What follows belongs to an exercise in optimizing a design on an open flow for small area, a short achievable clock period and few clock cycles per item; a production flow would make more cautious choices. At most, simulation tests tie the RTL to the original design; equivalence was not proved. The RTL of runs 6 and 7 was laid out without a check of its function.

==> flow/design.v <==
module MyDesign
(
	input  wire        go,
	output reg         busy,
	input  wire        reset,
	input  wire        clk,
	output reg  [15:0] write_data,
	output wire [11:0] write_address,
	output reg         write_enable,
	output wire [11:0] read_input_address,
	input  wire [15:0] read_input_data,
	output wire [11:0] read_weight_address,
	input  wire [15:0] read_weight_data
);
	localparam S_IDLE = 2'd0, S_RUN = 2'd1, S_FLUSH = 2'd2, S_TAIL = 2'd3;
	reg [1:0]  st;
	reg        bub;         
	reg [4:0]  pd;          
	reg [3:0]  gd;          
	reg        f0;          
	reg        wfl;         
	reg [4:0]  K;           
	reg [4:0]  Kn;          
	reg        endn;        
	reg [9:0]  XB;          
	reg [9:0]  XBN;         
	reg [9:0]  IA;
	reg [11:0] WA;
	reg [6:0]  dW;          
	reg [5:0]  ckh;         
	reg [6:0]  cL;          
	reg [11:0] OC;
	assign read_input_address  = {2'b00, IA};
	assign read_weight_address = WA;
	assign write_address       = OC;
	wire       sg    = K[0];                  
	wire [3:0] h     = K[4:1];                
	wire [3:0] hn    = Kn[4:1];
	wire [4:0] KP    = K + {4'd0, sg};        
	wire [4:0] Pm1   = {KP[3:0] - 4'd1, 1'b1};
	reg        lastp;       
	reg        lastg;       
	wire       lastl = lastp & lastg;
	wire       dummy = sg & (pd[4:1] == 4'd0);
	wire       run   = (st == S_RUN);
	wire       bub_n = run & ~bub & lastl & ~endn;
	wire       rel   = bub | lastp;           
	wire [4:0] pd_n  = rel ? Pm1 : pd - 5'd1;
	wire       l0_n  = ~rel & (pd == 5'd1);   
	wire       l1_n  = ~rel & (pd == 5'd2);
	wire       lg_n  = bub ? (K == 5'd1) : (lastp ? (gd == 4'd1) : lastg);
	wire [1:0] pq_n  = 2'd0 - pd_n[1:0];         
	reg [6:0] dW_n;
	always @(*) begin
		if (bub_n)
			dW_n = -{3'd0, hn};
		else if (l0_n & lg_n)
			dW_n = cL;
		else if (sg) begin
			case (pq_n)
				2'd1:    dW_n = bub ? {2'd0, K} + {3'd0, h} : {1'b0, ckh};
				2'd3:    dW_n = l1_n ? {2'd0, K} : -{3'd0, h};
				default: dW_n = -{3'd0, h};
			endcase
		end else begin
			if (pq_n != 2'd0) dW_n = {3'd0, h};
			else if (l0_n)    dW_n = 7'd1;
			else              dW_n = 7'd1 - {1'b0, ckh};
		end
	end
	reg  t_f, t_z;
	always @(*) begin
		t_f = 1'b0; t_z = 1'b1;
		if (run && !bub) begin
			t_f = f0;
			t_z = dummy;
		end else if (st == S_FLUSH)
			t_f = 1'b1;
	end
	always @(posedge clk or negedge reset) begin
		if (!reset) begin
			st <= S_IDLE; busy <= 1'b0; bub <= 1'b0;
		end else begin
			case (st)
				S_IDLE: if (go) begin
					busy <= 1'b1;
					st   <= S_RUN;
					bub  <= 1'b1;
				end
				S_RUN: begin
					bub <= bub_n;
					if (~bub & lastl & endn) st <= S_FLUSH;
				end
				S_FLUSH: st <= S_TAIL;
				default: if (pd == 5'd5) begin
					st   <= S_IDLE;
					busy <= 1'b0;
				end
			endcase
		end
	end
	wire [3:0] hp = read_input_data[6:3];
	always @(posedge clk) begin
		ckh <= K + {1'b0, h};
		cL  <= sg ? {3'd0, hn} - {3'd0, h} + 7'd1 : {3'd0, hn} + 7'd2;
	end
	always @(posedge clk) begin
		WA    <= WA + {{5{dW[6]}}, dW};
		dW    <= dW_n;
		pd    <= pd_n;
		lastp <= l0_n;
		lastg <= lg_n;
		f0    <= rel;
		IA    <= 10'd0;
		case (st)
			S_IDLE: begin
				K   <= read_input_data[6:2];
				XB  <= 10'd1;
				XBN <= {4'b0, read_input_data[6:2] + 5'd1, 1'b0};
				IA  <= go ? {4'b0, read_input_data[6:2], 1'b1} : 10'd0;
				WA  <= 12'd1 + {8'b0, hp};
				dW  <= -{3'd0, hp};
				wfl <= 1'b0;
				lastp <= 1'b0;
			end
			S_RUN: begin
				if (bub)        gd <= K[3:0] - 4'd1;
				else if (lastp) gd <= gd - 4'd1;
				if (lastp) wfl <= 1'b1;
				if (~rel)       IA <= IA + 10'd1;
				else if (~bub & lastl) begin
					K   <= Kn;
					XB  <= XBN;
					XBN <= XBN + {4'b0, Kn, 1'b1};
					IA  <= XBN + {4'b0, Kn, 1'b0};
				end else
					IA <= XB;
			end
			S_FLUSH: pd <= 5'd0;
			default: pd <= pd + 5'd1;
		endcase
	end
	reg        fA, wA, zA, capA, mA;
	reg [1:0]  pA;
	always @(posedge clk or negedge reset) begin
		if (!reset) begin
			fA <= 1'b0; wA <= 1'b0;
		end else begin
			fA <= t_f;
			wA <= t_f & (wfl | (st == S_FLUSH));    
		end
	end
	always @(posedge clk) begin
		zA <= t_z; capA <= bub; mA <= sg; pA <= ~pd[1:0];
		if (capA) begin
			Kn   <= read_input_data[6:2];
			endn <= &read_input_data[7:0];
		end
	end
	reg [15:0] X0, X1, X2, X3;
	reg [3:0]  xf, xw;
	reg [2:0]  xm;
	reg [1:0]  xp0, xp1, xp2;
	always @(posedge clk or negedge reset) begin
		if (!reset) begin
			xf <= 4'b0; xw <= 4'b0;
		end else begin
			xf <= {xf[2:0], fA};
			xw <= {xw[2:0], wA};
		end
	end
	always @(posedge clk) begin
		X0 <= zA ? 16'd0 : read_input_data;
		X1 <= X0; X2 <= X1; X3 <= X2;
		xm <= {xm[1:0], mA};
		xp0 <= pA; xp1 <= xp0; xp2 <= xp1;
	end
	reg [15:0]  S1;
	reg [15:4]  S2;
	reg [15:8]  S3;
	always @(posedge clk) begin
		S1 <= read_weight_data;
		S2 <= S1[15:4];
		S3 <= S2[15:8];
	end
	wire [3:0] c0 = read_weight_data[3:0];
	wire [3:0] c1 = S1[7:4];
	wire [3:0] c2 = S2[11:8];
	wire [3:0] c3 = S3[15:12];
	wire [15:0] acc0, acc1, acc2, acc3;
	wire [15:0] cy0, cy1, cy2, cy3;
	nn_row #(.ODD(0)) r0 (.clk(clk), .x(X0), .f(xf[0]), .m(mA), .pi(pA),
		.c0(c0), .c1(c1), .c2(c2), .c3(c3), .acc(acc0), .cy(cy0));
	nn_row #(.ODD(1)) r1 (.clk(clk), .x(X1), .f(xf[1]), .m(xm[0]), .pi(xp0),
		.c0(c0), .c1(c1), .c2(c2), .c3(c3), .acc(acc1), .cy(cy1));
	nn_row #(.ODD(0)) r2 (.clk(clk), .x(X2), .f(xf[2]), .m(xm[1]), .pi(xp1),
		.c0(c0), .c1(c1), .c2(c2), .c3(c3), .acc(acc2), .cy(cy2));
	nn_row #(.ODD(1)) r3 (.clk(clk), .x(X3), .f(xf[3]), .m(xm[2]), .pi(xp2),
		.c0(c0), .c1(c1), .c2(c2), .c3(c3), .acc(acc3), .cy(cy3));
	wire [3:0]  we = xw;
	wire [15:0] wacc = ({16{we[0]}} & acc0) | ({16{we[1]}} & acc1)
	                 | ({16{we[2]}} & acc2) | ({16{we[3]}} & acc3);
	wire [15:0] wcy  = ({16{we[0]}} & cy0) | ({16{we[1]}} & cy1)
	                 | ({16{we[2]}} & cy2) | ({16{we[3]}} & cy3);
	always @(posedge clk or negedge reset) begin
		if (!reset) write_enable <= 1'b0;
		else        write_enable <= |we;
	end
	always @(posedge clk) begin
		write_data <= wacc + wcy;
		OC <= (st == S_IDLE) ? 12'd0 : OC + {11'd0, write_enable};
	end
endmodule
module nn_row #(parameter ODD = 0)
(
	input  wire        clk,
	input  wire [15:0] x,
	input  wire        f,
	input  wire        m,
	input  wire [1:0]  pi,
	input  wire [3:0]  c0, c1, c2, c3,
	output reg  [15:0] acc,
	output wire [15:0] cy
);
	wire [1:0] j = {pi[1] ^ (m & (ODD != 0)), pi[0]};
	reg  [3:0] wsel;
	always @(*) begin
		case (j)
			2'd0: wsel = c0;
			2'd1: wsel = c1;
			2'd2: wsel = c2;
			default: wsel = c3;
		endcase
	end
	reg  [2:0] dl, dh;
	always @(posedge clk) begin
		dl <= {wsel[1], wsel[1] & ~wsel[0], wsel[0]};
		dh <= {wsel[3], wsel[3] & ~wsel[2], wsel[2]};
	end
	reg [7:1] k;                
	assign cy = {1'b0, k[7], 1'b0, k[6], 1'b0, k[5], 1'b0, k[4],
	             1'b0, k[3], 1'b0, k[2], 1'b0, k[1], 2'b00};
	wire [9:0] xl = {{2{x[7]}}, x[7:0]};
	wire [9:0] xh = {{2{x[15]}}, x[15:8]};
	wire [9:0] tl = ({10{dl[0]}} & xl) | ({10{dl[1]}} & {xl[8:0], 1'b0});
	wire [9:0] th = ({10{dh[0]}} & xh) | ({10{dh[1]}} & {xh[8:0], 1'b0});
	wire [9:0] vl = tl ^ {10{dl[2]}};
	wire [9:0] vh = th ^ {10{dh[2]}};
	wire [9:0] ul = {~vl[9], vl[8:0]};
	wire [9:0] uh = {~vh[9], vh[8:0]};
	wire [15:0] a  = f ? 16'd0 : acc;
	wire [7:1]  kk = f ? 7'd0 : k;
	wire [15:0] s, cc;
	assign s[9:0]  = a[9:0] ^ ul ^ uh;
	assign cc[0]   = dl[2];
	assign cc[10:1] = (a[9:0] & ul) | (a[9:0] & uh) | (ul & uh);
	assign s[10]   = ~(a[10] ^ cc[10]);
	assign s[15:11] = ~a[15:11];
	wire   cc11    = a[10] | cc[10];
	wire [15:0] cc2 = {a[14:11], cc11, 1'b0, cc[9:0]};
	wire [8:0]  ci = {1'b0, kk, dh[2]};
	wire [15:0] sum;
	wire [7:0]  co;
	genvar i;
	generate for (i = 0; i < 8; i = i + 1) begin : seg
		wire [2:0] t = {1'b0, s[2*i+1:2*i]} + {1'b0, cc2[2*i+1:2*i]} + {2'b0, ci[i]};
		assign sum[2*i+1:2*i] = t[1:0];
		assign co[i] = t[2];
	end endgenerate
	always @(posedge clk) begin
		acc <= sum;
		k   <= co[6:0];
	end
endmodule
==> flow/run.sh <==
#!/bin/bash
# synth_recipe.tcl (not shown) runs the flow's synth.tcl, then flattens the netlist and writes it again
# the make line also repeats each setting of config.mk as NAME=value (left out here)
make -C /OpenROAD-flow-scripts/flow DESIGN_CONFIG=/design/flow/config.mk WORK_HOME=/design/flow/orfs CLKGATE_MAP_FILE= SYNTH_SCRIPT=/design/flow/synth_recipe.tcl finish
==> flow/config.mk <==
export PLATFORM = sky130hd
export DESIGN_NAME = MyDesign
export DESIGN_NICKNAME = MyDesign
export VERILOG_FILES = /design/flow/design.v
export SDC_FILE = /design/flow/constraint.sdc
export NUM_CORES = 4
export LEC_CHECK = 0
export CAP_MARGIN = 20
export CORE_MARGIN = 2
export CORE_UTILIZATION = 65
export CTS_BUF_LIST = sky130_fd_sc_hd__clkbuf_8
export PLACE_DENSITY = 0.75
export SETUP_SLACK_MARGIN = 4.1
export SLEW_MARGIN = 20
==> flow/constraint.sdc <==
create_clock -name core_clock -period 6.5 [get_ports {clk}]
set_input_delay 1.3000 -clock core_clock [delete_from_list [all_inputs] [get_ports {clk}]]
set_output_delay 1.3000 -clock core_clock [all_outputs]
set_load 0.01 [all_outputs]
==> flow_metrics.env, run 1 <==
export IMPL_syn_area_per_cell_um2=10.68
export IMPL_syn_inst=1597
export IMPL_maxCapViolations=0
export IMPL_cts_tree="built"
export IMPL_critPathMaxFanout=2
export IMPL_drc=0
export IMPL_worst_path_buf_inv=1
export IMPL_synth_edf_count=36
export IMPL_cp_cell_sequence="buf_2"
export IMPL_timing_rr_end="write_data[14]$_DFF_P_"
export IMPL_diodes=0
export IMPL_synth_top_area_cell="dfxtp_1"
export IMPL_htreeDepth=2
export IMPL_antenna_left=0
export IMPL_crit_cells=1
export IMPL_yosysMostFrequentCell="dfxtp_1"
export IMPL_hp_class="reg -> reg"
export IMPL_area_growth_pct=16.85
export IMPL_io_pins=89
export IMPL_reg2reg_depth=10
export IMPL_routed_via_density=5.697
export IMPL_cts_made_buffers=56
export IMPL_synth_area_um2=17060
export IMPL_drive_above_1_share=0.2037
export IMPL_ctsHoldBuffers=0
export IMPL_ys_warn_count=3
export IMPL_worstPathRequired_ns=5.20
export IMPL_slew_viol_final=0
export IMPL_fillers=1757
export IMPL_initial_utilization=0.6582
export IMPL_worstSetupStartpointType="flip-flop"
export IMPL_core_rowCount=59
export IMPL_die_h_um=166.0
export IMPL_finalSetupTns_ns=0
export IMPL_ys_types=73
export IMPL_io_buffer_count=86
export IMPL_post_drt_wl_per_cell_um=18.57
export IMPL_dp_hpwl_mm=26.99
export IMPL_clockBufferDepth=3
export IMPL_antenna_found_initial=0
export IMPL_cp_end_kind="output pin"
export IMPL_clk_pin_slew_ns=0.07
export IMPL_grt_pass1_wl_mm=61.88
export IMPL_timing_fmax_ghz=0.4047
export IMPL_final_area_um2=19930
export IMPL_synth_seq_cells=346
export IMPL_first_pass_iters=5
export IMPL_finalCritPeriodShare=0.3802
export IMPL_die_area_um2=27550
export IMPL_clock_root_buffer="clkbuf_8"
export IMPL_grt_max_degree=52
export IMPL_min_period_ns=2.471
export IMPL_coreArea_um2=25910
export IMPL_synth_seq_area_share=0.4317
export IMPL_reg2reg_from="xw[2]$_DFF_PN0_"
export IMPL_setup_viol=0
export IMPL_place_congestion=0.9073
export IMPL_drtIter0Drc=906
export IMPL_arrival_ns=1.17
export IMPL_netlist_top_cells_area="dfxtp_1, fa_1, edfxtp_1"
export IMPL_final_hold_viol_count=0
export IMPL_critical_path_endpoint="write_enable"
export IMPL_rsz0062_at_grt="yes"
export IMPL_skew_ns=0.02358
export IMPL_slowest_delay_ns=0.41
export IMPL_status="timing/DRC/antenna clean"
export IMPL_vias=12003
export IMPL_finalCoreUtilization=0.7691
export IMPL_critPathSlowestCell="dfrtp_1"
export IMPL_synth_top_area_share=0.3463
export IMPL_critical_path_top_delay_family="flip-flops"
export IMPL_nets=1934
export IMPL_track_usage=0.2773
export IMPL_regToRegSetupSlack_ns=4.10
export IMPL_worstSetupPathType="reg -> out"
export IMPL_ys_flop_type="dfxtp_1"
export IMPL_crit_path_start="write_enable$_DFF_PN0_"
export IMPL_die_w_um=166.0
export IMPL_clock_sinks=346
export IMPL_async_reset_ff_frac=0.04335
export IMPL_synth_cells_most_frequent="dfxtp_1, inv_1, a22oi_1"
export IMPL_wl_mm=39.12
export IMPL_clock_latency_ns=0.60
export IMPL_placed_area_um2=18060
export IMPL_grt_pass1_vias=12386
export IMPL_tightest_slew_ns=1.008
export IMPL_relSlewSlack=0.3261
export IMPL_grt_overflow=0
## logic make-up after synthesis
| logic type | Yosys count | synth area share |
|---|---|---|
| simple gates | 371 | 0.1160 |
| flops | 346 | 0.4317 |
| compound gates | 282 | 0.1135 |
| buf+inv | 228 | 0.05135 |
| fa+ha+maj | 171 | 0.1699 |
| xor+xnor | 157 | 0.08062 |
| mux | 41 | 0.03675 |
| other cells | 1 | 0.0002199 |
## metrics by stage
| stage | hold WS, ns | setup slack, ns | std cells |
|---|---|---|---|
| after detailed placement | 0.3121 | 3.445 | 1944 |
| after CTS | 0.3262 | 3.996 | 2075 |
| after global placement | 0.3098 | 3.504 | 1944 |
| after global routing | 0.3285 | 4.003 | 2107 |
| final | 0.3231 | 4.029 | 2107 |
| after floorplan | 0.3096 | 4.032 | 1598 |
## how the worst min path moves through the flow
stage | from | to | slack [ns] | depth (start not counted)
floorplan | S1[10]$_DFF_P_ | S2[10]$_DFF_P_ | 0.31 | 0
global placement | S1[11]$_DFF_P_ | S2[11]$_DFF_P_ | 0.31 | 0
detailed placement | xm[1]$_DFF_P_ | xm[2]$_DFF_P_ | 0.31 | 0
CTS | xm[1]$_DFF_P_ | xm[2]$_DFF_P_ | 0.33 | 0
global route | mA$_DFF_P_ | xm[0]$_DFF_P_ | 0.33 | 0
finish | S1[11]$_DFF_P_ | S2[11]$_DFF_P_ | 0.32 | 0
## flip-flops by register name, summed over array words and instances, names as in the netlist, 7 cells and up
register,cells
IA,10
OC,12
S1,12
S2,8
WA,12
X0,16
X1,16
X2,16
X3,16
XB,10
XBN,10
dW,7
r0.acc,16
r0.k,7
r1.acc,16
r1.k,7
r2.acc,16
r2.k,7
r3.acc,16
r3.k,7
write_data,16
## cell type report
type / instances / area [µm²] / area share
inverter: 149 / 559.3 / 0.02806
clock inverter: 28 / 132.6 / 0.006655
sequential: 346 / 7522 / 0.3774
multi-input combinational: 1024 / 9133 / 0.4582
timing repair buffer: 151 / 1145 / 0.05745
tap: 335 / 419.2 / 0.02103
clock buffer: 74 / 1018 / 0.05111
## timing repair
action / 4_1_cts / 5_1_grt
pin swaps: 0 / 20
endpoints found under the setup margin: 126 / 69
resized for setup: 303 / 89
setup buffers: 29 / 32
## cells in the final DEF (no fill, tap or decap), types with 44 or more instances in the layout
cell type,count
fa_1,100
o21ai_0,44
nor2_1,56
inv_1,165
buf_2,46
xnor2_1,66
dfxtp_1,236
clkbuf_8,74
buf_4,60
ha_1,62
a22oi_1,94
nor2b_1,63
nand2b_1,66
xor2_1,84
nand2_1,82
## metal layers
layer,track usage,routed length [µm],vias to the layer above
met5,0,0,-
met4,0.09149,1123,0
met3,0.04314,2275,101
met2,0.4848,19690,417
met1,0.3545,16040,5843
li1,-,-,5642
Testbench counts, summed over its fixed seeds: cycles 11,427, macs 85,808.
==> run 2, diff against run 1 <==
--- a/flow/config.mk
+++ b/flow/config.mk
@@ -7,8 +7,7 @@
 export LEC_CHECK = 0
 export CAP_MARGIN = 20
 export CORE_MARGIN = 2
-export CORE_UTILIZATION = 65
+export CORE_UTILIZATION = 80
 export CTS_BUF_LIST = sky130_fd_sc_hd__clkbuf_8
-export PLACE_DENSITY = 0.75
-export SETUP_SLACK_MARGIN = 4.1
+export SETUP_SLACK_MARGIN = 4.0
 export SLEW_MARGIN = 20
==> run 2 against run 1 <==
Against the previous run: the run now fails in 5_1_grt; synthesized cell count did not move; area after synthesis did not move.
==> flow_metrics.env, run 2 <==
export IMPL_status="aborted with a tool error"
export IMPL_haltStage="5_1_grt"
export IMPL_stop_error="[ERROR GRT-0232] Routing congestion too high. Check the congestion heatmap in the GUI."
export IMPL_syn_area_per_cell_um2=10.68
export IMPL_die_w_um=150.0
export IMPL_clockBufferDepth=3
export IMPL_syn_inst=1597
export IMPL_yosysMostFrequentCell="dfxtp_1"
export IMPL_synthSimpleGateAreaFrac=0.1160
export IMPL_netlist_top_cells_area="dfxtp_1, fa_1, edfxtp_1"
export IMPL_synth_area_um2=17060
export IMPL_track_usage=0.7599
export IMPL_ys_flop_type="dfxtp_1"
export IMPL_place_congestion=0.9044
export IMPL_ys_warn_count=3
export IMPL_synth_cells_most_frequent="dfxtp_1, inv_1, a22oi_1"
export IMPL_async_reset_ff_frac=0.04335
export IMPL_clock_sinks=346
export IMPL_worst_endpoint_kind="sequential cell input"
export IMPL_core_rowCount=53
export IMPL_synthAdderAreaFrac=0.1699
export IMPL_ys_types=73
export IMPL_synth_top_area_cell="dfxtp_1"
export IMPL_dp_hpwl_mm=28.56
export IMPL_synth_seq_area_share=0.4317
export IMPL_synth_top_family_by_area="adder cells"
export IMPL_io_pins=89
export IMPL_synth_compound_area_share=0.1135
export IMPL_cts_made_buffers=53
export IMPL_synth_xor_area_share=0.08063
export IMPL_initial_utilization=0.8139
export IMPL_grt_overflow=12
export IMPL_synth_top_area_share=0.3463
export IMPL_antenna_found_initial=9
export IMPL_muxShareOfSynthArea=0.03675
export IMPL_htreeDepth=2
export IMPL_grt_max_degree=45
export IMPL_dp_cells=1884
export IMPL_clock_root_buffer="clkbuf_8"
export IMPL_synth_edf_count=36
export IMPL_die_h_um=150.0
export IMPL_io_buffer_count=86
export IMPL_synth_seq_cells=346
export IMPL_postGrtWorstEndpoint="write_data[14]$_DFF_P_/D"
==> run 2: cell counts after synthesis <==
No cell type changed its count.
==> run 2: how the worst min path moves through the flow <==
stage                           to  slack, ns  depth (start not counted)
floorplan           S2[10]$_DFF_P_       0.31                          0
global placement    S3[14]$_DFF_P_       0.31                          0
detailed placement  S2[12]$_DFF_P_       0.31                          0
CTS                 S3[12]$_DFF_P_       0.32                          0
==> run 2: through the flow <==
stage	hold slack [ns]	worst slack [ns]	utilization	cell area, µm²
2_1_floorplan	0.3096	3.992	-	17070
3_3_place_gp	0.3108	3.512	0.8580	17980
3_5_place_dp	0.3128	3.462	0.8580	17980
4_1_cts	0.3200	3.875	0.9236	19350
==> run 2: what timing repair did <==
| item | CTS |
|---|---|
| setup endpoints to repair | 113 |
| gates resized for setup | 208 |
| buffers inserted | 15 |
| pin swaps | 1 |
| hold buffers | 0 |
==> run 2: routing by layer <==
metal | GRT overflow | global-route usage
met1 | 0 | 0.7386
met2 | 6 | 0.9146
met3 | 0 | 0.6729
met4 | 6 | 0.6939
met5 | 0 | 0.4205
==> run 2: logic make-up after synthesis <==
| family | count (synthesis) |
|---|---|
| mux | 41 |
| flops | 346 |
| xor+xnor | 157 |
| buf+inv | 228 |
| compound gates | 282 |
| simple gates | 371 |
| other cells | 1 |
| fa+ha+maj | 171 |
==> run 3, diff against run 2 <==
--- a/flow/config.mk
+++ b/flow/config.mk
@@ -7,7 +7,8 @@
 export LEC_CHECK = 0
 export CAP_MARGIN = 20
 export CORE_MARGIN = 2
-export CORE_UTILIZATION = 80
+export CORE_UTILIZATION = 65
 export CTS_BUF_LIST = sky130_fd_sc_hd__clkbuf_8
+export CTS_CLUSTER_SIZE = 30
 export SETUP_SLACK_MARGIN = 4.0
 export SLEW_MARGIN = 20
==> run 3 against run 2 <==
Against the previous run: the run now finishes clean; synthesized cell count did not move; area after synthesis did not move.
==> flow_metrics.env, run 3 <==
export IMPL_cts_tree="built"
export IMPL_drc=0
export IMPL_core_rowCount=59
export IMPL_final_common_cell="dfxtp_1"
export IMPL_yosysMostFrequentCell="dfxtp_1"
export IMPL_rsz0062_at_grt="yes"
export IMPL_arrival_ns=1.19
export IMPL_timing_fmax_ghz=0.4011
export IMPL_maxCapViolations=0
export IMPL_grt_overflow=0
export IMPL_routed_via_density=5.516
export IMPL_netlist_top_cells_area="dfxtp_1, fa_1, edfxtp_1"
export IMPL_clock_root_buffer="clkbuf_8"
export IMPL_synth_top_area_share=0.3463
export IMPL_dp_cells=1946
export IMPL_crit_path_start="write_enable$_DFF_PN0_"
export IMPL_min_period_ns=2.493
export IMPL_synth_cells_most_frequent="dfxtp_1, inv_1, a22oi_1"
export IMPL_worstSetupPathType="reg -> out"
export IMPL_slowest_delay_ns=0.43
export IMPL_async_reset_ff_frac=0.04335
export IMPL_clockBufferDepth=3
export IMPL_die_w_um=166.0
export IMPL_die_h_um=166.0
export IMPL_synth_seq_area_share=0.4317
export IMPL_diodes=0
export IMPL_skew_ns=0.01658
export IMPL_muxShareOfSynthArea=0.03675
export IMPL_setup_viol=0
export IMPL_grt_max_degree=52
export IMPL_synth_top_family_by_area="adder cells"
export IMPL_synthAdderAreaFrac=0.1699
export IMPL_relSlewSlack=0.3326
export IMPL_worstSetupStartpointType="flip-flop"
export IMPL_instances_no_fill=2073
export IMPL_ys_types=73
export IMPL_grt_pass1_wl_mm=61.28
export IMPL_synthSimpleGateAreaFrac=0.1160
export IMPL_cp_end_kind="output pin"
export IMPL_worst_path_buf_inv=1
export IMPL_synth_seq_cells=346
export IMPL_slew_viol_final=0
export IMPL_dp_hpwl_mm=27.08
export IMPL_regToRegSetupSlack_ns=4.05
export IMPL_critPathSlowestCell="dfrtp_1"
export IMPL_drtIter0Drc=788
export IMPL_grt_pass1_vias=11907
export IMPL_cts_made_buffers=55
export IMPL_finalCritPeriodShare=0.3835
export IMPL_synth_compound_area_share=0.1135
export IMPL_io_pins=89
export IMPL_drive_above_1_share=0.1588
export IMPL_final_area_um2=19530
export IMPL_status="timing/DRC/antenna clean"
export IMPL_synth_area_um2=17060
export IMPL_syn_inst=1597
export IMPL_finalSetupTns_ns=0
export IMPL_ctsHoldBuffers=0
export IMPL_hp_class="reg -> reg"
export IMPL_nets=1899
export IMPL_clock_latency_ns=0.60
export IMPL_hold_slack_ns=0.3239
export IMPL_vias=11434
export IMPL_die_area_um2=27550
export IMPL_preCtsSetupSlack_ns=3.415
export IMPL_antenna_left=0
export IMPL_io_buffer_count=86
export IMPL_track_usage=0.2757
export IMPL_worstPathRequired_ns=5.20
export IMPL_synth_xor_area_share=0.08063
export IMPL_critPathMaxFanout=2
export IMPL_clock_sinks=346
export IMPL_syn_area_per_cell_um2=10.68
export IMPL_post_drt_wl_per_cell_um=17.86
export IMPL_place_congestion=0.8868
export IMPL_min_delay_start="S1[8]$_DFF_P_"
export IMPL_cp_cell_sequence="buf_2"
export IMPL_htreeDepth=2
export IMPL_coreArea_um2=25910
export IMPL_final_cell_mix="dfxtp_1, inv_1, a22oi_1"
export IMPL_clk_pin_slew_ns=0.06
export IMPL_tightest_slew_ns=0.9980
export IMPL_first_pass_iters=6
export IMPL_placed_area_um2=18070
export IMPL_reg2reg_from="r2.dh[0]$_DFF_P_"
export IMPL_area_growth_pct=14.50
export IMPL_synth_top_area_cell="dfxtp_1"
export IMPL_ys_warn_count=3
export IMPL_final_hold_viol_count=0
export IMPL_initial_utilization=0.6582
export IMPL_wl_mm=37.03
export IMPL_fin_ws_ns=4.007
export IMPL_critical_path_top_delay_family="flip-flops"
export IMPL_synth_edf_count=36
export IMPL_ys_flop_type="dfxtp_1"
export IMPL_antenna_found_initial=0
-- run 3: area by class of cell --
cell class,instances,area (µm²)
sequential,346,7463
clock inverter,35,217.7
multi-input combinational,1024,8919
tap,335,419.2
clock buffer,67,922.1
fill,1825,6382
inverter,149,559.3
timing repair buffer,117,1028
-- run 3: path summary, 6_finish.rpt --
kind,end,depth (start not counted)
max,write_enable,1
min,S2[8]$_DFF_P_,0
max reg2reg,r2.acc[7]$_DFF_P_,6
min reg2reg,S2[8]$_DFF_P_,0
max in group asynchronous,xw[0]$_DFF_PN0_,1
min in group asynchronous,xf[3]$_DFF_PN0_,1
-- run 3: cell families (layout without fill, tap and decap cells) --
| family | after synthesis | after routing |
|---|---|---|
| buffers and inverters | 228 | 368 |
| other | 1 | 2 |
| AOI/OAI and AO/OA | 282 | 282 |
| DFF | 346 | 346 |
| adders and majority gates | 171 | 171 |
| muxes | 41 | 41 |
| xor gates and xnor gates | 157 | 157 |
| and+or+nand+nor | 371 | 371 |
-- run 3: timing repair --
item	CTS	global route
gates resized for setup	194	50
hold endpoints to repair	0	0
pin swaps	0	4
setup buffers	14	11
cloned	0	0
endpoints found under the setup margin	74	48
-- run 3: metal layers --
| layer | vias to the layer above | part of all wire | GRT usage |
|---|---|---|---|
| li1 | 5576 | - | - |
| met1 | 5460 | 0.43 | 0.3621 |
| met2 | 304 | 0.49 | 0.4728 |
| met3 | 94 | 0.045 | 0.03670 |
| met4 | 0 | 0.034 | 0.09716 |
| met5 | - | 0 | 0 |
-- run 3: stage by stage --
step | utilization
global placement | 0.6975
global route | 0.7537
CTS | 0.7475
detailed placement | 0.6975
finish | 0.7537
floorplan | -
==> run 4, diff against run 3 <==
--- a/flow/config.mk
+++ b/flow/config.mk
@@ -8,7 +8,7 @@
 export CAP_MARGIN = 20
 export CORE_MARGIN = 2
 export CORE_UTILIZATION = 65
-export CTS_BUF_LIST = sky130_fd_sc_hd__clkbuf_8
-export CTS_CLUSTER_SIZE = 30
+export CTS_BUF_LIST = sky130_fd_sc_hd__clkbuf_4 sky130_fd_sc_hd__clkbuf_8
+export CTS_CLUSTER_SIZE = 40
 export SETUP_SLACK_MARGIN = 4.0
 export SLEW_MARGIN = 20
==> run 4 against run 3 <==
Against the previous run: non-clock buffer count grew 3; die area did not move; highest routed layer unchanged; hold slack gained 0.0024 ns; largest cell class unchanged; worst setup slack gained 0.0016 ns.
==> flow_metrics.env, run 4 <==
export IMPL_dp_hpwl_mm=27.08
export IMPL_min_period_ns=2.491
export IMPL_grt_pass1_vias=11919
export IMPL_first_pass_iters=5
export IMPL_grt_max_degree=52
export IMPL_clockBufferDepth=3
export IMPL_finalCritPeriodShare=0.3833
export IMPL_clock_latency_ns=0.60
export IMPL_ys_warn_count=3
export IMPL_regToRegSetupSlack_ns=4.02
export IMPL_cp_end_kind="output pin"
export IMPL_synth_edf_count=36
export IMPL_synth_top_area_share=0.3463
export IMPL_synth_seq_area_share=0.4317
export IMPL_ys_flop_type="dfxtp_1"
export IMPL_wl_mm=37.10
export IMPL_final_common_cell="dfxtp_1"
export IMPL_grt_pass1_wl_mm=61.35
export IMPL_die_area_um2=27550
export IMPL_tightest_slew_ns=0.9827
export IMPL_vias=11455
export IMPL_reg2reg_from="xw[3]$_DFF_PN0_"
export IMPL_syn_inst=1597
export IMPL_worstPathRequired_ns=5.20
export IMPL_async_reset_ff_frac=0.04335
export IMPL_post_drt_wl_per_cell_um=17.87
export IMPL_drc=0
export IMPL_relSlewSlack=0.3428
export IMPL_final_area_um2=19630
export IMPL_yosysMostFrequentCell="dfxtp_1"
export IMPL_syn_area_per_cell_um2=10.68
export IMPL_ys_types=73
export IMPL_track_usage=0.2759
export IMPL_clock_root_buffer="clkbuf_8"
export IMPL_drtIter0Drc=752
export IMPL_diodes=0
export IMPL_place_congestion=0.8868
export IMPL_finalSetupTns_ns=0
export IMPL_critPathMaxFanout=2
export IMPL_final_hold_viol_count=0
export IMPL_die_h_um=166.0
export IMPL_slowest_delay_ns=0.43
export IMPL_crit_path_start="write_enable$_DFF_PN0_"
export IMPL_synth_cells_most_frequent="dfxtp_1, inv_1, a22oi_1"
export IMPL_maxCapViolations=0
export IMPL_die_w_um=166.0
export IMPL_worstSetupStartpointType="flip-flop"
export IMPL_arrival_ns=1.19
export IMPL_critical_path_top_delay_family="flip-flops"
export IMPL_fillers=1803
export IMPL_min_delay_start="S1[8]$_DFF_P_"
export IMPL_placed_area_um2=18070
export IMPL_antenna_found_initial=0
export IMPL_synth_area_um2=17060
export IMPL_io_pins=89
export IMPL_cts_made_buffers=55
export IMPL_antenna_left=0
export IMPL_hp_class="reg -> reg"
export IMPL_area_growth_pct=15.11
export IMPL_synth_seq_cells=346
export IMPL_rsz0062_at_grt="yes"
export IMPL_routed_via_density=5.518
export IMPL_clk_pin_slew_ns=0.06
export IMPL_cp_cell_sequence="buf_2"
export IMPL_critPathSlowestCell="dfrtp_1"
export IMPL_slew_viol_final=0
export IMPL_skew_ns=0.01193
export IMPL_nets=1902
export IMPL_cts_tree="built"
export IMPL_multi_input_area_um2=8926
export IMPL_worstSetupPathType="reg -> out"
export IMPL_setup_viol=0
export IMPL_worst_path_buf_inv=1
export IMPL_grt_overflow=0
export IMPL_drive_above_1_share=0.1689
export IMPL_initial_utilization=0.6582
export IMPL_status="timing/DRC/antenna clean"
export IMPL_io_buffer_count=86
export IMPL_clock_sinks=346
export IMPL_core_rowCount=59
export IMPL_register_area_um2=7463
export IMPL_ctsHoldBuffers=0
export IMPL_synth_top_area_cell="dfxtp_1"
export IMPL_coreArea_um2=25910
export IMPL_final_cell_mix="dfxtp_1, inv_1, a22oi_1"
export IMPL_netlist_top_cells_area="dfxtp_1, fa_1, edfxtp_1"
export IMPL_timing_fmax_ghz=0.4014
export IMPL_htreeDepth=2
## run 4: cell counts after synthesis
No cell type changed its count.
## run 4: logic make-up (layout without fill, tap and decap cells)
logic type,count (synthesis),after routing,synth area share
AND/OR/NAND/NOR,371,371,0.1160
flip-flops,346,346,0.4317
AO/OA/AOI/OAI,282,282,0.1135
buffers and inverters,228,371,0.05135
adder cells (fa/ha/maj),171,171,0.1699
XOR/XNOR,157,157,0.08062
multiplexers,41,41,0.03675
other,1,2,0.0002199
## run 4: layout make-up
class	count	area share
inverters	149	0.02849
flip-flops and latches	346	0.3802
repair buffers	120	0.05481
well taps	335	0.02135
clock buffers	80	0.05194
multi-input cells	1024	0.4547
clock inverters	22	0.008604
## run 4: metrics by stage
stage	hold slack (ns)	setup WS (ns)	utilization	cells
3_5_place_dp	0.3121	3.415	0.6975	1946
2_1_floorplan	0.3096	3.992	-	1598
6_report	0.3263	4.009	0.7577	2076
5_1_grt	0.3329	3.889	0.7577	2076
4_1_cts	0.3240	3.893	0.7514	2064
3_3_place_gp	0.3101	3.444	0.6975	1946
## run 4: worst paths after layout
path                                               end  cells past startpoint
worst max-delay path                      write_enable                      1
worst min-delay path                     S2[8]$_DFF_P_                      0
worst max register to register  write_data[14]$_DFF_P_                     10
worst min register to register           S2[8]$_DFF_P_                      0
max in group asynchronous              xw[0]$_DFF_PN0_                      1
min in group asynchronous              xf[3]$_DFF_PN0_                      1
## run 4: per-layer routing
| metal | vias to the layer above | track usage | share of wire |
|---|---|---|---|
| met3 | 93 | 0.03670 | 0.045 |
| met5 | - | 0 | 0 |
| met4 | 0 | 0.09679 | 0.034 |
| li1 | 5578 | - | - |
| met2 | 298 | 0.4739 | 0.49 |
| met1 | 5486 | 0.3620 | 0.43 |
## run 4: what timing repair did
item / in CTS / in global routing
setup buffers: 16 / 12
gates resized for setup: 189 / 55
cloned: 0 / 0
pin swaps: 0 / 3
setup endpoints to repair: 75 / 56
==> run 5, diff against run 4 <==
--- a/flow/config.mk
+++ b/flow/config.mk
@@ -7,8 +7,6 @@
 export LEC_CHECK = 0
 export CAP_MARGIN = 20
 export CORE_MARGIN = 2
-export CORE_UTILIZATION = 65
-export CTS_BUF_LIST = sky130_fd_sc_hd__clkbuf_4 sky130_fd_sc_hd__clkbuf_8
-export CTS_CLUSTER_SIZE = 40
+export CORE_UTILIZATION = 40
 export SETUP_SLACK_MARGIN = 4.0
 export SLEW_MARGIN = 20
==> run 5 against run 4 <==
Against the previous run: clock skew rose by 0.011 ns; sequential share of layout area down 0.58 points; largest cell class unchanged; final cell count rose by 7.3%; critical endpoint is now write_data[14]$_DFF_P_.
==> flow_metrics.env, run 5 <==
export IMPL_drc=0
export IMPL_synth_seq_cells=346
export IMPL_drive_above_1_share=0.1285
export IMPL_min_path_cells=0
export IMPL_synth_cells_most_frequent="dfxtp_1, inv_1, a22oi_1"
export IMPL_instances_no_fill=2228
export IMPL_tightest_slew_ns=1.015
export IMPL_ys_flop_type="dfxtp_1"
export IMPL_synth_seq_area_share=0.4317
export IMPL_arrival_ns=2.90
export IMPL_clockBufferDepth=3
export IMPL_yosysMostFrequentCell="dfxtp_1"
export IMPL_final_common_cell="dfxtp_1"
export IMPL_finalCritPeriodShare=0.3796
export IMPL_final_hold_viol_count=0
export IMPL_final_cell_mix="dfxtp_1, inv_1, a22oi_1"
export IMPL_io_buffer_count=86
export IMPL_status="timing/DRC/antenna clean"
export IMPL_routed_via_density=5.114
export IMPL_rsz0062_at_grt="yes"
export IMPL_reg2reg_from="xw[0]$_DFF_PN0_"
export IMPL_synth_top_area_cell="dfxtp_1"
export IMPL_min_period_ns=2.467
export IMPL_antenna_found_initial=0
export IMPL_clock_latency_ns=0.55
export IMPL_diodes=0
export IMPL_timing_fmax_ghz=0.4053
export IMPL_critPathMaxFanout=14
export IMPL_track_usage=0.1825
export IMPL_grt_pass1_wl_mm=63.56
export IMPL_async_reset_ff_frac=0.04335
export IMPL_maxCapViolations=0
export IMPL_slew_viol_final=0
export IMPL_core_rowCount=75
export IMPL_die_h_um=210.5
export IMPL_initial_utilization=0.4057
export IMPL_hold_path_endpoint="S3[15]$_DFF_P_"
export IMPL_finalSetupTns_ns=0
export IMPL_netlist_top_cells_area="dfxtp_1, fa_1, edfxtp_1"
export IMPL_first_pass_iters=6
export IMPL_syn_inst=1597
export IMPL_timing_rr_end="write_data[14]$_DFF_P_"
export IMPL_vias=11393
export IMPL_worstPathRequired_ns=6.93
export IMPL_worstSetupStartpointType="flip-flop"
export IMPL_drtIter0Drc=755
export IMPL_wl_mm=39.44
export IMPL_regToRegSetupSlack_ns=4.03
export IMPL_worstSetupPathType="reg -> reg"
export IMPL_post_drt_wl_per_cell_um=17.70
export IMPL_syn_area_per_cell_um2=10.68
export IMPL_setup_viol=0
export IMPL_clock_sinks=346
export IMPL_die_area_um2=44310
export IMPL_nets=1865
export IMPL_ctsHoldBuffers=0
export IMPL_clk_pin_slew_ns=0.06
export IMPL_reg2reg_depth=9
export IMPL_io_pins=89
export IMPL_ys_warn_count=3
export IMPL_grt_overflow=0
export IMPL_grt_max_degree=52
export IMPL_die_w_um=210.5
export IMPL_area_growth_pct=16.80
export IMPL_ys_types=73
export IMPL_synth_top_area_share=0.3463
export IMPL_fillers=3905
export IMPL_synth_edf_count=36
export IMPL_synth_area_um2=17060
export IMPL_dp_hpwl_mm=29.14
export IMPL_cts_made_buffers=40
export IMPL_skew_ns=0.02312
export IMPL_coreArea_um2=42040
export IMPL_htreeDepth=2
export IMPL_cp_end_kind="flip-flop"
export IMPL_grt_pass1_vias=11596
export IMPL_cts_tree="built"
export IMPL_clock_root_buffer="clkbuf_16"
export IMPL_antenna_left=0
export IMPL_min_delay_start="S2[15]$_DFF_P_"
export IMPL_relSlewSlack=0.3213
export IMPL_hp_class="reg -> reg"
export IMPL_dp_cells=2149
export IMPL_place_congestion=0.9384
==> run 5: how the worst max path moves through the flow <==
stage / from / endpoint / cells after the start
after floorplan: xw[0]$_DFF_PN0_ / write_data[14]$_DFF_P_ / 11
after global placement: read_input_data[6] / dW[4]$_DFF_P_ / 5
after detailed placement: read_input_data[3] / dW[4]$_DFF_P_ / 6
after global routing: xw[0]$_DFF_PN0_ / write_data[14]$_DFF_P_ / 9
after CTS: xw[0]$_DFF_PN0_ / write_data[14]$_DFF_P_ / 10
final: xw[0]$_DFF_PN0_ / write_data[14]$_DFF_P_ / 9
==> run 5: through the flow <==
| step | hold slack, ns | worst slack [ns] | area (µm²) | util |
|---|---|---|---|---|
| 6_report | 0.3240 | 4.033 | 19920 | 0.4738 |
| 5_1_grt | 0.3300 | 3.871 | 19920 | 0.4738 |
| 4_1_cts | 0.3254 | 3.826 | 19760 | 0.4701 |
| 3_5_place_dp | 0.3121 | 3.469 | 18320 | 0.4358 |
| 3_3_place_gp | 0.3111 | 3.497 | 18320 | 0.4358 |
| 2_1_floorplan | 0.3096 | 3.992 | 17070 | - |
==> run 5: layout make-up <==
cell class	count	area (µm²)	area share
multi-input cells	1024	8905	0.4470
clock buffers	56	1240	0.06224
well taps	539	674.4	0.03385
clock inverters	16	140.1	0.007035
repair buffers	98	944.7	0.04742
inverters	149	559.3	0.02808
flip-flops and latches	346	7457	0.3743
==> run 5: per-layer routing <==
| metal | track usage | wire (µm) | share of wire | up-vias |
|---|---|---|---|---|
| met5 | 0 | 0 | 0 | - |
| met4 | 0.06532 | 1088 | 0.028 | 0 |
| met3 | 0.02592 | 1819 | 0.046 | 69 |
| met2 | 0.2987 | 18590 | 0.47 | 285 |
| met1 | 0.2478 | 17940 | 0.45 | 5555 |
| li1 | - | - | - | 5484 |
==> run 5: kinds of logic (layout without fill, tap and decap cells) <==
kind of cell | after synthesis | in the layout | synth area share
muxes | 41 | 41 | 0.03675
DFF | 346 | 346 | 0.4317
and+or+nand+nor | 371 | 371 | 0.1160
adders and majority gates | 171 | 171 | 0.1699
xor gates and xnor gates | 157 | 157 | 0.08062
AOI/OAI and AO/OA | 282 | 282 | 0.1135
buffers and inverters | 228 | 319 | 0.05135
other | 1 | 2 | 0.0002199
==> run 5: repair_timing <==
item                                   4_1_cts  5_1_grt
endpoints found under the hold margin        0        0
buffers inserted                             2        5
setup endpoints to repair                   72       42
gates resized for setup                    149       52
==> run 5: worst max-delay path: stages (launching register included) <==
cell and delay [ns]:
dfrtp_4 0.57, a22oi_1 0.22, nand2_1 0.08, ha_1 0.35
a21oi_2 0.09, a211oi_2 0.24, or3_1 0.17, o2111ai_1 0.17
o31a_1 0.35, xnor2_1 0.12
==> run 6, diff against run 5 <==
--- a/flow/design.v
+++ b/flow/design.v
@@ -23,7 +23,6 @@
 	reg [4:0]  Kn;          
 	reg        endn;        
 	reg [9:0]  XB;          
-	reg [9:0]  XBN;         
 	reg [9:0]  IA;
 	reg [11:0] WA;
 	reg [6:0]  dW;          
@@ -116,7 +115,6 @@
 			S_IDLE: begin
 				K   <= read_input_data[6:2];
 				XB  <= 10'd1;
-				XBN <= {4'b0, read_input_data[6:2] + 5'd1, 1'b0};
 				IA  <= go ? {4'b0, read_input_data[6:2], 1'b1} : 10'd0;
 				WA  <= 12'd1 + {8'b0, hp};
 				dW  <= -{3'd0, hp};
@@ -130,9 +128,8 @@
 				if (~rel)       IA <= IA + 10'd1;
 				else if (~bub & lastl) begin
 					K   <= Kn;
-					XB  <= XBN;
-					XBN <= XBN + {4'b0, Kn, 1'b1};
-					IA  <= XBN + {4'b0, Kn, 1'b0};
+					XB  <= XB + {4'b0, K, 1'b1};
+					IA  <= XB + {3'b0, {1'b0, K} + {1'b0, Kn}, 1'b1};
 				end else
 					IA <= XB;
 			end
--- a/flow/config.mk
+++ b/flow/config.mk
@@ -7,6 +7,9 @@
 export LEC_CHECK = 0
 export CAP_MARGIN = 20
 export CORE_MARGIN = 2
-export CORE_UTILIZATION = 40
+export CORE_UTILIZATION = 65
+export CTS_BUF_LIST = sky130_fd_sc_hd__clkbuf_16
+export CTS_CLUSTER_DIAMETER = 80
+export CTS_CLUSTER_SIZE = 32
 export SETUP_SLACK_MARGIN = 4.0
 export SLEW_MARGIN = 20
==> run 6 against run 5 <==
Against the previous run: highest routed layer unchanged; via count rose by 1.6%; area after synthesis fell by 1.1%; synthesized cell count fell by 0.25%; still clean; routed wire length fell by 4.4%; critical path depth rose by 3.
==> flow_metrics.env, run 6 <==
export IMPL_htreeDepth=1
export IMPL_cp_end_kind="flip-flop"
export IMPL_die_w_um=165.1
export IMPL_worstSetupStartpointType="flip-flop"
export IMPL_nets=1904
export IMPL_final_hold_viol_count=0
export IMPL_coreArea_um2=25330
export IMPL_grt_overflow=0
export IMPL_skew_ns=0.01488
export IMPL_use_met2=0.4572
export IMPL_critical_path_top_delay_family="compound AO/OA/AOI/OAI gates"
export IMPL_antenna_left=0
export IMPL_io_pins=89
export IMPL_dp_cells=1945
export IMPL_cp_cell_sequence="buf_4, fa_2, a21oi_2, nor2_1, nor2_1, xor2_1, ha_2, o21a_1, a211oi_2, nor3_1, xor2_1, o211a_1"
export IMPL_synth_top_area_share=0.3501
export IMPL_routed_via_density=5.718
export IMPL_clk_pin_slew_ns=0.11
export IMPL_track_usage=0.2797
export IMPL_synth_edf_count=26
export IMPL_cts_made_buffers=16
export IMPL_arrival_ns=3.26
export IMPL_worstSetupPathType="reg -> reg"
export IMPL_die_area_um2=27260
export IMPL_grt_max_degree=40
export IMPL_antenna_found_initial=0
export IMPL_clock_sinks=336
export IMPL_cts_tree="built"
export IMPL_hold_slack_ns=0.3334
export IMPL_place_congestion=0.9381
export IMPL_status="timing/DRC/antenna clean"
export IMPL_dp_hpwl_mm=27.42
export IMPL_worstPathRequired_ns=6.92
export IMPL_clockBufferDepth=3
export IMPL_worst_path_buf_inv=1
export IMPL_syn_inst=1593
export IMPL_final_common_cell="dfxtp_1"
export IMPL_grt_pass1_vias=11356
export IMPL_instances_no_fill=2025
export IMPL_drc=0
export IMPL_clock_latency_ns=0.52
export IMPL_die_h_um=165.1
export IMPL_ys_types=77
export IMPL_grt_busiest_layer="met2"
export IMPL_finalSetupTns_ns=0
export IMPL_synth_area_um2=16870
export IMPL_preCtsSetupSlack_ns=3.191
export IMPL_drive_above_1_share=0.1333
export IMPL_grt_pass1_wl_mm=59.56
export IMPL_maxCapViolations=0
export IMPL_critPathMaxFanout=5
export IMPL_rsz0062_at_grt="yes"
export IMPL_setup_viol=0
export IMPL_final_cell_mix="dfxtp_1, inv_1, fa_1"
export IMPL_clock_root_buffer="clkbuf_16"
export IMPL_synth_seq_cells=336
export IMPL_yosysMostFrequentCell="dfxtp_1"
export IMPL_post_drt_wl_per_cell_um=18.62
export IMPL_met1_usage=0.3933
export IMPL_synth_cells_most_frequent="dfxtp_1, inv_1, a22oi_1, fa_1, nand2_1"
export IMPL_timing_fmax_ghz=0.3521
export IMPL_wl_mm=37.71
export IMPL_ctsHoldBuffers=0
export IMPL_critPathSlowestCell="edfxtp_1"
export IMPL_initial_utilization=0.6661
export IMPL_min_period_ns=2.840
export IMPL_synth_seq_area_share=0.4186
export IMPL_async_reset_ff_frac=0.04464
export IMPL_syn_area_per_cell_um2=10.59
export IMPL_finalCritPeriodShare=0.4369
export IMPL_vias=11578
export IMPL_core_rowCount=58
export IMPL_diodes=0
export IMPL_slowest_delay_ns=0.45
export IMPL_relSlewSlack=0.3312
export IMPL_ys_flop_type="dfxtp_1"
export IMPL_finalCoreUtilization=0.7539
export IMPL_drtIter0Drc=1025
export IMPL_area_growth_pct=13.19
export IMPL_synth_top_area_cell="dfxtp_1"
export IMPL_ys_warn_count=3
export IMPL_hp_class="reg -> reg"
export IMPL_first_pass_iters=7
export IMPL_netlist_top_cells_area="dfxtp_1, fa_1, ha_1"
export IMPL_tightest_slew_ns=0.9995
export IMPL_gr_usage_met3=0.03397
export IMPL_io_buffer_count=86
export IMPL_fin_ws_ns=3.660
export IMPL_slew_viol_final=0
[run 6: cell types whose count changed after synthesis, sizes merged, moves of 11 or more]
cell	before	now
nand2b	67	56
xor2	85	74
clkbuf	62	47
xnor2	72	89
nand3	19	32
[run 6: stage by stage]
stage / cell area (µm²)
4_1_cts: 18750
3_3_place_gp: 17890
6_report: 19090
2_1_floorplan: 16890
5_1_grt: 19090
3_5_place_dp: 17890
[run 6: metal layers]
layer / share of wire / vias up
met4: 0.028 / 0
met2: 0.47 / 378
met3: 0.059 / 64
li1: - / 5530
met5: 0 / -
met1: 0.44 / 5606
[run 6: final timing paths]
kind	from	end	slack, ns	depth (start not counted)
max in group asynchronous	reset	xw[0]$_DFF_PN0_	4.63	1
min in group asynchronous	reset	write_enable$_DFF_PN0_	1.26	1
max reg2reg	Kn[1]$_DFFE_PP_	IA[9]$_DFF_P_	3.66	12
max	Kn[1]$_DFFE_PP_	IA[9]$_DFF_P_	3.66	12
min reg2reg	S2[13]$_DFF_P_	S3[13]$_DFF_P_	0.33	0
min	S2[13]$_DFF_P_	S3[13]$_DFF_P_	0.33	0
[run 6: cell families (layout without fill, tap and decap cells)]
family                     count (synthesis)  count (layout)  share of synthesized area
AOI/OAI and AO/OA                        279             279                     0.1156
xor gates and xnor gates                 163             163                    0.08463
adders and majority gates                182             182                     0.1804
buffers and inverters                    220             320                    0.05132
DFF                                      336             336                     0.4186
muxes                                     28              28                    0.02885
other                                      1               2                  0.0002223
and+or+nand+nor                          384             385                     0.1204
[run 6: area by class of cell]
class,instances,area [µm²]
multi-input combinational,1039,9168
sequential,336,7168
fill,1805,6232
timing repair buffer,143,1256
inverter,151,570.5
clock buffer,17,425.4
tap,330,412.9
clock inverter,9,93.84
[run 6: timing repair]
action / in CTS / in global routing
endpoints found under the setup margin: 90 / 56
gates resized for setup: 125 / 70
setup buffers: 33 / 20
cloned: 0 / 1
pin swaps: 14 / 15
==> run 7, diff against run 6 <==
--- a/flow/config.mk
+++ b/flow/config.mk
@@ -9,7 +9,7 @@
 export CORE_MARGIN = 2
 export CORE_UTILIZATION = 65
 export CTS_BUF_LIST = sky130_fd_sc_hd__clkbuf_16
-export CTS_CLUSTER_DIAMETER = 80
-export CTS_CLUSTER_SIZE = 32
+export CTS_CLUSTER_DIAMETER = 60
+export CTS_CLUSTER_SIZE = 25
 export SETUP_SLACK_MARGIN = 4.0
 export SLEW_MARGIN = 20
==> run 7 against run 6 <==
Against the previous run: sequential cell count is the same; largest cell class unchanged; critical path type unchanged; register-to-register slack gained 0.04 ns; still clean; synthesized cell count is the same; global-route usage grew 0.50 points; non-clock buffer count grew 9; area after synthesis is the same.
==> flow_metrics.env, run 7 <==
export IMPL_preCtsSetupSlack_ns=3.191
export IMPL_synth_seq_cells=336
export IMPL_routed_via_density=5.723
export IMPL_worstSetupStartpointType="flip-flop"
export IMPL_relSlewSlack=0.4186
export IMPL_crit_path_start="K[0]$_DFFE_PP_"
export IMPL_cts_made_buffers=27
export IMPL_hp_class="reg -> reg"
export IMPL_placed_area_um2=17890
export IMPL_dp_hpwl_mm=27.42
export IMPL_place_congestion=0.9381
export IMPL_worstSetupPathType="reg -> reg"
export IMPL_critPathSlowestCell="edfxtp_1"
export IMPL_track_usage=0.2847
export IMPL_antenna_left=0
export IMPL_synth_seq_area_share=0.4186
export IMPL_clockBufferDepth=3
export IMPL_hold_path_endpoint="S3[13]$_DFF_P_"
export IMPL_finalSetupTns_ns=0
export IMPL_slowest_delay_ns=0.43
export IMPL_tightest_slew_ns=0.8694
export IMPL_synth_cells_most_frequent="dfxtp_1, inv_1, a22oi_1, fa_1, nand2_1"
export IMPL_grt_pass1_wl_mm=60.58
export IMPL_drive_above_1_share=0.1603
export IMPL_min_delay_start="S2[13]$_DFF_P_"
export IMPL_wl_mm=38.50
export IMPL_critPathMaxFanout=2
export IMPL_timing_fmax_ghz=0.3573
export IMPL_clk_pin_slew_ns=0.08
export IMPL_io_buffer_count=86
export IMPL_synth_top_area_cell="dfxtp_1"
export IMPL_cp_end_kind="flip-flop"
export IMPL_diodes=0
export IMPL_clock_latency_ns=0.57
export IMPL_die_h_um=165.1
export IMPL_die_w_um=165.1
export IMPL_fin_ws_ns=3.701
export IMPL_worstPathRequired_ns=6.95
export IMPL_final_common_cell="dfxtp_1"
export IMPL_post_drt_wl_per_cell_um=18.71
export IMPL_yosysMostFrequentCell="dfxtp_1"
export IMPL_dp_cells=1945
export IMPL_min_path_cells=0
export IMPL_clock_sinks=336
export IMPL_min_period_ns=2.799
export IMPL_final_area_um2=19660
export IMPL_antenna_found_initial=0
export IMPL_vias=11778
export IMPL_grt_overflow=0
export IMPL_cp_cell_sequence="ha_2, fa_2, a21oi_2, nor2_1, nor2_1, xor2_1, ha_2, o21a_1, a211oi_2, nor3_1, xor2_1, o211a_1"
export IMPL_arrival_ns=3.25
export IMPL_clock_root_buffer="clkbuf_16"
export IMPL_async_reset_ff_frac=0.04464
export IMPL_core_rowCount=58
export IMPL_drc=0
export IMPL_synth_top_area_share=0.3501
export IMPL_first_pass_iters=5
export IMPL_initial_utilization=0.6661
export IMPL_final_cell_mix="dfxtp_1, inv_1, fa_1"
export IMPL_area_growth_pct=16.53
export IMPL_ys_types=77
export IMPL_timing_rr_end="IA[9]$_DFF_P_"
export IMPL_rsz0062_at_grt="yes"
export IMPL_cts_tree="built"
export IMPL_htreeDepth=1
export IMPL_finalCritPeriodShare=0.4306
export IMPL_syn_area_per_cell_um2=10.59
export IMPL_maxCapViolations=0
export IMPL_grt_pass1_vias=11578
export IMPL_netlist_top_cells_area="dfxtp_1, fa_1, ha_1"
export IMPL_io_pins=89
export IMPL_coreArea_um2=25330
export IMPL_skew_ns=0.02080
export IMPL_syn_inst=1593
export IMPL_reg2reg_from="K[0]$_DFFE_PP_"
export IMPL_regToRegSetupSlack_ns=3.70
export IMPL_instances_no_fill=2058
export IMPL_synth_area_um2=16870
export IMPL_status="timing/DRC/antenna clean"
export IMPL_drtIter0Drc=812
export IMPL_grt_max_degree=40
export IMPL_setup_viol=0
export IMPL_ys_warn_count=3
export IMPL_synth_edf_count=26
export IMPL_die_area_um2=27260
export IMPL_reg2reg_depth=12
export IMPL_nets=1924
export IMPL_ys_flop_type="dfxtp_1"
export IMPL_slew_viol_final=0
export IMPL_final_hold_viol_count=0
==> run 7: cell count changes in the layout (fill, tap and decap cells not counted), sizes merged <==
cell / previous run / this run
clkdlybuf4s15: 9 / 26
dlygate4sd2: 38 / 16
buf: 57 / 70
clkinv: 4 / 7
inv: 153 / 164
clkbuf: 22 / 34
clkinvlp: 3 / 2
==> run 7: how the worst max path moves through the flow <==
stage | to | slack [ns] | cells past startpoint
floorplan | IA[7]$_DFF_P_ | 3.88 | 12
global placement | IA[7]$_DFF_P_ | 3.21 | 9
detailed placement | IA[7]$_DFF_P_ | 3.19 | 9
CTS | IA[9]$_DFF_P_ | 3.77 | 12
global route | IA[7]$_DFF_P_ | 3.55 | 14
finish | IA[9]$_DFF_P_ | 3.70 | 12
==> run 7: final cells by class <==
class,count,area [µm²]
Multi-Input combinational cell,1039,9165
Timing Repair Buffer,152,1349
Tap cell,330,412.9
Inverter,151,574.3
Clock inverter,22,297.8
Sequential cell,336,7159
Fill cell,1724,5668
Clock buffer,28,700.7
==> run 7: layer usage <==
layer  global-route usage  share of wire  vias to the layer above
li1                     -              -                     5588
met5                    0              0                        -
met4              0.09091          0.031                        0
met3              0.04196          0.056                       85
met2               0.4684           0.47                      348
met1               0.3909           0.44                     5757
==> run 7: cells by family (layout without fill, tap and decap cells) <==
| kind of cell | after synthesis | after routing | share of synthesized area |
|---|---|---|---|
| XOR/XNOR | 163 | 163 | 0.08463 |
| multiplexers | 28 | 28 | 0.02885 |
| AO/OA/AOI/OAI | 279 | 279 | 0.1156 |
| buffers and inverters | 220 | 353 | 0.05132 |
| adder cells (fa/ha/maj) | 182 | 182 | 0.1804 |
| other | 1 | 2 | 0.0002223 |
| AND/OR/NAND/NOR | 384 | 385 | 0.1204 |
| flip-flops | 336 | 336 | 0.4186 |
==> run 7: through the flow <==
stage          hold WS, ns  utilization
5_1_grt             0.3349       0.7762
4_1_cts             0.3280       0.7626
3_5_place_dp        0.3121       0.7065
3_3_place_gp        0.3101       0.7065
6_report            0.3284       0.7762
2_1_floorplan       0.3096            -
==> run 7: repair_timing <==
item                                    CTS  global route
endpoints found under the setup margin   85            69
pin swaps                                15            16
cloned                                    0             1
hold buffers                              0             0
gates resized for setup                 160            80
hold endpoints to repair                  0             0
setup buffers                            38            24
==> run 7: critical path, delay by kind of cell (launching register included) <==
kind / cells / cell delay (ns)
AOI/OAI and AO/OA: 4 / 0.75
xor gates and xnor gates: 2 / 0.36
adders and majority gates: 3 / 0.90
DFF: 1 / 0.43
and+or+nand+nor: 3 / 0.26

==> static timing again, ports no longer ideal <==
Ports are ideal in the flow. The routed layouts listed here were re-timed in OpenROAD. Step 1: set_driving_cell puts a clkbuf_16 on clk and a buf_2 on each other input, an assumption about the parent block. Step 2 adds t to the input delays and takes it off the output delays; t is the mean of the earliest and latest rising clock arrival at the registers after step 1. Input paths then give back, and output paths get back, about the clock's delay inside the block. a / b / c = no drivers / after step 1 / after step 2; a / b = the first two.
run | shift t [ns] | slack for setup (ns) | clock arrival spread, ns | cell pins on the clock port's net
run 1 | 0.635 | 4.029 / 3.984 / 3.591 | 0.025 / 0.025 | 1
run 3 | 0.641 | 4.007 / 3.960 / 3.528 | 0.019 / 0.019 | 1
run 4 | 0.641 | 4.009 / 3.962 / 3.528 | 0.012 / 0.012 | 1
run 5 | 0.599 | 4.033 / 3.982 / 3.498 | 0.024 / 0.023 | 1
run 6 | 0.559 | 3.660 / 3.660 / 3.601 | 0.015 / 0.015 | 1
run 7 | 0.611 | 3.701 / 3.701 / 3.624 | 0.022 / 0.022 | 1
After both steps every run listed still meets setup and hold. The setup slack of run 5, which loses most, moves by -0.051 ns with the drivers and by -0.535 ns with both steps.
